Context: an optimization exercise on an open-source flow, tuned for small area. The choices shown serve that exercise and are no tape-out recipe.
RTL that was checked went through simulation tests only; none was proved equivalent to the original.
Power and IR drop assume default switching activity.

==> flow/design.v <==
module Sudoku_Solver
	#(parameter p_CLKs_PB = 16)  
	(input i_Clk,
	 input i_Rx_UART,
	 input i_Switch_1,
	 output logic o_Tx_UART);
	localparam [1:0] RX = 2'd0, SOLVE = 2'd1, TX = 2'd2;
	wire rst = i_Switch_1;
	logic [269:0] ring;
	wire [9:0] head = ring[269:260];
	logic [1:0] p_cb, p_ri, p_rb;        
	logic [1:0] t_ci, t_cb, t_ri, t_rb;  
	logic [1:0] ph;
	logic       pf;
	wire        pend = pf;
	wire        f = pf;
	logic [3:0] a, b, c;
	logic       bs;
	wire [3:0] data = a, idx = b, timer = c;
	wire       busy = bs;                 
	wire       s = bs;                    
	wire [8:0] mask = {c[0], b, a};       
	wire [1:0] r = c[2:1];
	function automatic [11:0] dpd_dec(input [9:0] c);
		logic p, q, r, s_, t, u, v, w, x, y;
		{p, q, r, s_, t, u, v, w, x, y} = c;
		if (!v)
			dpd_dec = {1'b0, p, q, r, 1'b0, s_, t, u, 1'b0, w, x, y};
		else case ({w, x})
			2'b00: dpd_dec = {1'b0, p, q, r, 1'b0, s_, t, u, 3'b100, y};
			2'b01: dpd_dec = {1'b0, p, q, r, 3'b100, u, 1'b0, s_, t, y};
			2'b10: dpd_dec = {3'b100, r, 1'b0, s_, t, u, 1'b0, p, q, y};
			default: case ({s_, t})
				2'b00: dpd_dec = {3'b100, r, 3'b100, u, 1'b0, p, q, y};
				2'b01: dpd_dec = {3'b100, r, 1'b0, p, q, u, 3'b100, y};
				2'b10: dpd_dec = {1'b0, p, q, r, 3'b100, u, 3'b100, y};
				default: dpd_dec = {3'b100, r, 3'b100, u, 3'b100, y};
			endcase
		endcase
	endfunction
	function automatic [9:0] dpd_enc(input [11:0] g);
		logic a, b, c, d, e, f_, g_, h, i, j, k, m;
		{a, b, c, d, e, f_, g_, h, i, j, k, m} = g;
		case ({a, e, i})
			3'b000: dpd_enc = {b, c, d, f_, g_, h, 1'b0, j, k, m};
			3'b001: dpd_enc = {b, c, d, f_, g_, h, 3'b100, m};
			3'b010: dpd_enc = {b, c, d, j, k, h, 3'b101, m};
			3'b011: dpd_enc = {b, c, d, 2'b10, h, 3'b111, m};
			3'b100: dpd_enc = {j, k, d, f_, g_, h, 3'b110, m};
			3'b101: dpd_enc = {f_, g_, d, 2'b01, h, 3'b111, m};
			3'b110: dpd_enc = {j, k, d, 2'b00, h, 3'b111, m};
			default: dpd_enc = {2'b00, d, 2'b11, h, 3'b111, m};
		endcase
	endfunction
	wire [11:0] dg = dpd_dec(head);
	wire [3:0] d0 = dg[11:8], d1 = dg[7:4], d2 = dg[3:0];
	wire z0 = d0 == 4'd0, z1 = d1 == 4'd0, z2 = d2 == 4'd0;
	wire tick = &timer;
	wire endf = tick & idx == 4'd12;
	wire last = p_rb[1] & p_ri[1] & p_cb[1];
	wire e_rb = p_rb == t_rb;
	wire e_ri = p_ri == t_ri;
	wire e_cb = p_cb == t_cb;
	wire row  = e_rb & e_ri;
	wire at_t = row & e_cb;
	wire [1:0] rsel = ph == TX ? (!z0 ? 2'd0 : !z1 ? 2'd1 : 2'd2) : s ? r : 2'd2;
	logic [3:0] dr;
	always_comb
		case (rsel)
			2'd0:    dr = d0;
			2'd1:    dr = d1;
			default: dr = d2;
		endcase
	logic zj;
	always_comb
		case (t_ci)
			2'd0:    zj = z0;
			2'd1:    zj = z1;
			2'd2:    zj = z2;
			default: zj = 1'b0;
		endcase
	function automatic [8:0] onehot(input [3:0] d);
		for (int n = 0; n < 9; n++)
			onehot[n] = d == 4'(n + 1);
	endfunction
	wire peer = !s | row | (e_rb & e_cb) | (e_cb & r == t_ci);
	wire [8:0] seen = peer ? onehot(dr) : 9'd0;
	wire [8:0] zm = ~mask;
	wire single = (zm & (zm - 9'd1)) == 9'd0;
	wire [3:0] digit = {zm[7] | zm[8],
			    zm[3] | zm[4] | zm[5] | zm[6],
			    zm[1] | zm[2] | zm[5] | zm[6],
			    zm[0] | zm[2] | zm[4] | zm[6] | zm[8]};
	wire any_z  = z0 | z1 | z2;
	wire any_nz = !(z0 & z1 & z2);
	wire special = ph == SOLVE ? any_z : any_nz;
	wire tx_go    = ph == TX & !busy & f & any_nz;
	wire rx_start = ph == RX & !busy & tick & !i_Rx_UART;
	wire rx_wr    = ph == RX & pend & at_t;
	wire done_t   = at_t & r[1];
	wire s_next   = ph == SOLVE & (s ? !done_t : zj);
	logic       wr;
	logic [1:0] wsel;
	logic [3:0] wval;
	always_comb begin
		wsel = t_ci;
		case (ph)
			RX:      begin wr = rx_wr;                wval = data;  end
			SOLVE:   begin wr = s & done_t & single;  wval = digit; end
			default: begin wr = tx_go;                wval = 4'd0;
				       wsel = !z0 ? 2'd0 : !z1 ? 2'd1 : 2'd2; end
		endcase
	end
	wire [3:0] n0 = wr && wsel == 2'd0 ? wval : d0;
	wire [3:0] n1 = wr && wsel == 2'd1 ? wval : d1;
	wire [3:0] n2 = wr && wsel == 2'd2 ? wval : d2;
	always_ff @(posedge i_Clk)
		ring <= {ring[259:0], dpd_enc({n0, n1, n2})};
	always_ff @(posedge i_Clk) begin
		p_cb <= p_cb[1] ? 2'd0 : p_cb + 2'd1;
		if (p_cb[1]) begin
			p_ri <= p_ri[1] ? 2'd0 : p_ri + 2'd1;
			if (p_ri[1])
				p_rb <= p_rb[1] ? 2'd0 : p_rb + 2'd1;
		end
		if (ph == RX) begin
			if (tick && busy && idx == 4'd7)
				pf <= 1'b1;
			else if (rx_wr)
				pf <= 1'b0;
		end else
			pf <= last | (f & !special);
		case (ph)
			RX: begin
				if (rx_wr) begin
					t_ci <= t_ci[1] ? 2'd0 : t_ci + 2'd1;
					if (t_ci[1]) begin
						t_cb <= t_cb[1] ? 2'd0 : t_cb + 2'd1;
						if (t_cb[1]) begin
							t_ri <= t_ri[1] ? 2'd0 : t_ri + 2'd1;
							if (t_ri[1])
								t_rb <= t_rb + 2'd1;
						end
					end
				end
				if (t_rb == 2'd3 && !busy)
					ph <= SOLVE;
			end
			SOLVE: begin
				if (!s)
					{t_rb, t_ri, t_cb} <= {p_rb, p_ri, p_cb};
				if (last && !s_next)
					t_ci <= t_ci[1] ? 2'd0 : t_ci + 2'd1;
				if (last && f && !special && !busy)
					ph <= TX;
			end
			default: ;
		endcase
		if (ph == SOLVE) begin
			bs <= s_next;
			{c[0], b, a} <= (s ? mask : 9'd0) | seen;
			if (!s_next)
				c[2:1] <= 2'd2;
			else if (!s)
				c[2:1] <= 2'd0;
			else if (at_t)
				c[2:1] <= r + 2'd1;
		end else begin
			c <= tx_go ? 4'd0 : timer + 4'd1;
			bs <= rx_start | tx_go | (busy & !endf);
			b <= (rx_start | tx_go ? 4'd3 : idx) + {3'd0, tick & !tx_go};
			if (tx_go)
				a <= dr;
			else if (tick && busy && idx[3:2] == 2'b01)
				a <= {i_Rx_UART, data[3:1]};
		end
		if (rst) begin
			{p_rb, p_ri, p_cb} <= 6'd0;
			{t_rb, t_ri, t_cb, t_ci} <= 8'd0;
			ph <= RX;
			bs <= 1'b0;
			pf <= 1'b0;
			c <= 4'd0;
		end
	end
	always_comb
		if (!(ph == TX && busy))
			o_Tx_UART = 1'b1;
		else if (idx[3:2] == 2'b01)
			o_Tx_UART = data[0];
		else
			o_Tx_UART = idx[3] ? !idx[1] : !idx[0];
endmodule
export LEC_CHECK = 0
export ABC_AREA = 1
export CAP_MARGIN = 40
export CORE_MARGIN = 2
export CORE_UTILIZATION = 30
export PLACE_DENSITY = 0.5
export SLEW_MARGIN = 20
create_clock -name core_clock -period 10.0 [get_ports {i_Clk}]
standard.sh (not shown) runs the stock make flow with config.mk's settings and CLKGATE_MAP_FILE= SYNTH_SCRIPT=/design/flow/synth_recipe.tcl, a recipe that flattens the netlist after the stock synthesis.
==> flow/flow/run.sh <==
#!/bin/bash
# The standard layout (standard.sh), with two changes:
#  - synthesis: flow/my_synth.tcl, the standard flow's synthesis script with abc's mapping script
#    replaced by flow/abc_area.script;
#  - clock tree synthesis: the arguments in flow/cts_args.txt (no dummy loads).
# make/ORFS output goes to standard.log; ORFS's per-step logs are under orfs/logs.
set -euo pipefail
W="$(pwd)"
CTS="$(cat flow/cts_args.txt)"
bash standard.sh "SYNTH_SCRIPT=$W/flow/my_synth.tcl" "FLOW_ABC_SCRIPT=$W/flow/abc_area.script" \
  "CTS_ARGS=$CTS" finish > standard.log 2>&1
==> flow/flow/abc_area.script <==
strash
&get -n
&deepsyn -T 20
&dch -f
&nf -R 1000
&put
strash
&get -n
&dch -f
&nf -R 1000
&put
topo
==> flow/flow/cts_args.txt <==
-sink_clustering_enable -repair_clock_nets -dont_use_dummy_load -sink_clustering_size 12 -sink_clustering_max_diameter 40 -buf_list sky130_fd_sc_hd__clkbuf_4
==> flow/flow/my_synth.tcl <==
# The standard synthesis (synth_recipe.tcl), with abc's mapping script replaced by
# flow/abc_area.script (area-oriented &nf mapping). Registers are mapped by ORFS's
# dfflibmap as in the standard synthesis; only the combinational mapping differs.
proc synth {args} { yosys synth -nofsm -noshare {*}$args }
proc abc {args} {
  set i [lsearch -exact $args -script]
  if { $i >= 0 } { lset args [expr { $i + 1 }] $::env(FLOW_ABC_SCRIPT) }
  yosys abc {*}$args
}
source $::env(SCRIPTS_DIR)/synth.tcl
# left out here: clear keep_hierarchy, flatten, clean up, hide names made inside functions, write 1_2_yosys.v
Change:
--- a/flow/design.v
+++ b/flow/design.v
@@ -61,11 +61,11 @@
 	wire e_rb = p_rb == t_rb;
 	wire e_ri = p_ri == t_ri;
 	wire e_cb = p_cb == t_cb;
 	wire row  = e_rb & e_ri;
 	wire at_t = row & e_cb;
-	wire [1:0] rsel = ph == TX ? (!z0 ? 2'd0 : !z1 ? 2'd1 : 2'd2) : s ? r : 2'd2;
+	wire [1:0] rsel = ph == TX ? t_ci : s ? r : 2'd2;
 	logic [3:0] dr;
 	always_comb
 		case (rsel)
 			2'd0:    dr = d0;
 			2'd1:    dr = d1;
@@ -89,29 +89,28 @@
 	wire single = (zm & (zm - 9'd1)) == 9'd0;
 	wire [3:0] digit = {zm[7] | zm[8],
 			    zm[3] | zm[4] | zm[5] | zm[6],
 			    zm[1] | zm[2] | zm[5] | zm[6],
 			    zm[0] | zm[2] | zm[4] | zm[6] | zm[8]};
-	wire any_z  = z0 | z1 | z2;
-	wire any_nz = !(z0 & z1 & z2);
-	wire special = ph == SOLVE ? any_z : any_nz;
-	wire tx_go    = ph == TX & !busy & f & any_nz;
+	wire special = z0 | z1 | z2;
+	wire tx_go    = ph == TX & !busy & at_t;
 	wire rx_start = ph == RX & !busy & tick & !i_Rx_UART;
 	wire rx_wr    = ph == RX & pend & at_t;
 	wire done_t   = at_t & r[1];
 	wire s_next   = ph == SOLVE & (s ? !done_t : zj);
 	logic       wr;
 	logic [1:0] wsel;
 	logic [3:0] wval;
 	always_comb begin
 		wsel = t_ci;
-		case (ph)
-			RX:      begin wr = rx_wr;                wval = data;  end
-			SOLVE:   begin wr = s & done_t & single;  wval = digit; end
-			default: begin wr = tx_go;                wval = 4'd0;
-				       wsel = !z0 ? 2'd0 : !z1 ? 2'd1 : 2'd2; end
-		endcase
+		if (ph == RX) begin
+			wr = rx_wr;
+			wval = data;
+		end else begin
+			wr = ph == SOLVE & s & done_t & single;
+			wval = digit;
+		end
 	end
 	wire [3:0] n0 = wr && wsel == 2'd0 ? wval : d0;
 	wire [3:0] n1 = wr && wsel == 2'd1 ? wval : d1;
 	wire [3:0] n2 = wr && wsel == 2'd2 ? wval : d2;
 	always_ff @(posedge i_Clk)
@@ -129,32 +128,34 @@
 			else if (rx_wr)
 				pf <= 1'b0;
 		end else
 			pf <= last | (f & !special);
 		case (ph)
-			RX: begin
-				if (rx_wr) begin
+			RX, TX: begin
+				if (rx_wr || tx_go) begin
 					t_ci <= t_ci[1] ? 2'd0 : t_ci + 2'd1;
 					if (t_ci[1]) begin
 						t_cb <= t_cb[1] ? 2'd0 : t_cb + 2'd1;
 						if (t_cb[1]) begin
 							t_ri <= t_ri[1] ? 2'd0 : t_ri + 2'd1;
 							if (t_ri[1])
 								t_rb <= t_rb + 2'd1;
 						end
 					end
 				end
-				if (t_rb == 2'd3 && !busy)
+				if (t_rb == 2'd3 && !busy && ph == RX)
 					ph <= SOLVE;
 			end
 			SOLVE: begin
 				if (!s)
 					{t_rb, t_ri, t_cb} <= {p_rb, p_ri, p_cb};
 				if (last && !s_next)
 					t_ci <= t_ci[1] ? 2'd0 : t_ci + 2'd1;
-				if (last && f && !special && !busy)
+				if (last && f && !special && !busy) begin
 					ph <= TX;
+					{t_rb, t_ri, t_cb, t_ci} <= 8'd0;
+				end
 			end
 			default: ;
 		endcase
 		if (ph == SOLVE) begin
 			bs <= s_next;
After rerunning: Setup slack is better by 110 ps; sequential share of layout area rose by 0.76 points; first-iteration DRC count fell by 23%; via count fell by 0.97%; sequential power barely changes; wire length came out lower by 6.0%; utilization shrinks by 0.25 points.
No functional check of the RTL was part of the first run of this note.

[re-timing with driven ports]
In the flow no input, the clock included, has a driving cell. The finished layouts below were timed again as built, in two steps.
Step 1: set_driving_cell puts a clkbuf_16 on i_Clk and a buf_2 on each other input, an assumption about the parent block.
Step 2 moves the port delays by t, midway between the first and last clock arrival at a register: inputs arrive t later, outputs are due t later. That takes back most of the time a late clock gives input paths.
Slacks: ideal / step 1 / step 2; pairs: ideal / step 1.
| run | t (ns) | setup slack, ns | slew at the worst register clock pin (ns) |
|---|---|---|---|
| the first run | 0.623 | 5.800 / 5.762 / 5.967 | 0.11 / 0.11 |
| the second run | 0.603 | 5.915 / 5.879 / 6.012 | 0.11 / 0.11 |
After both steps every run listed still meets setup and hold.
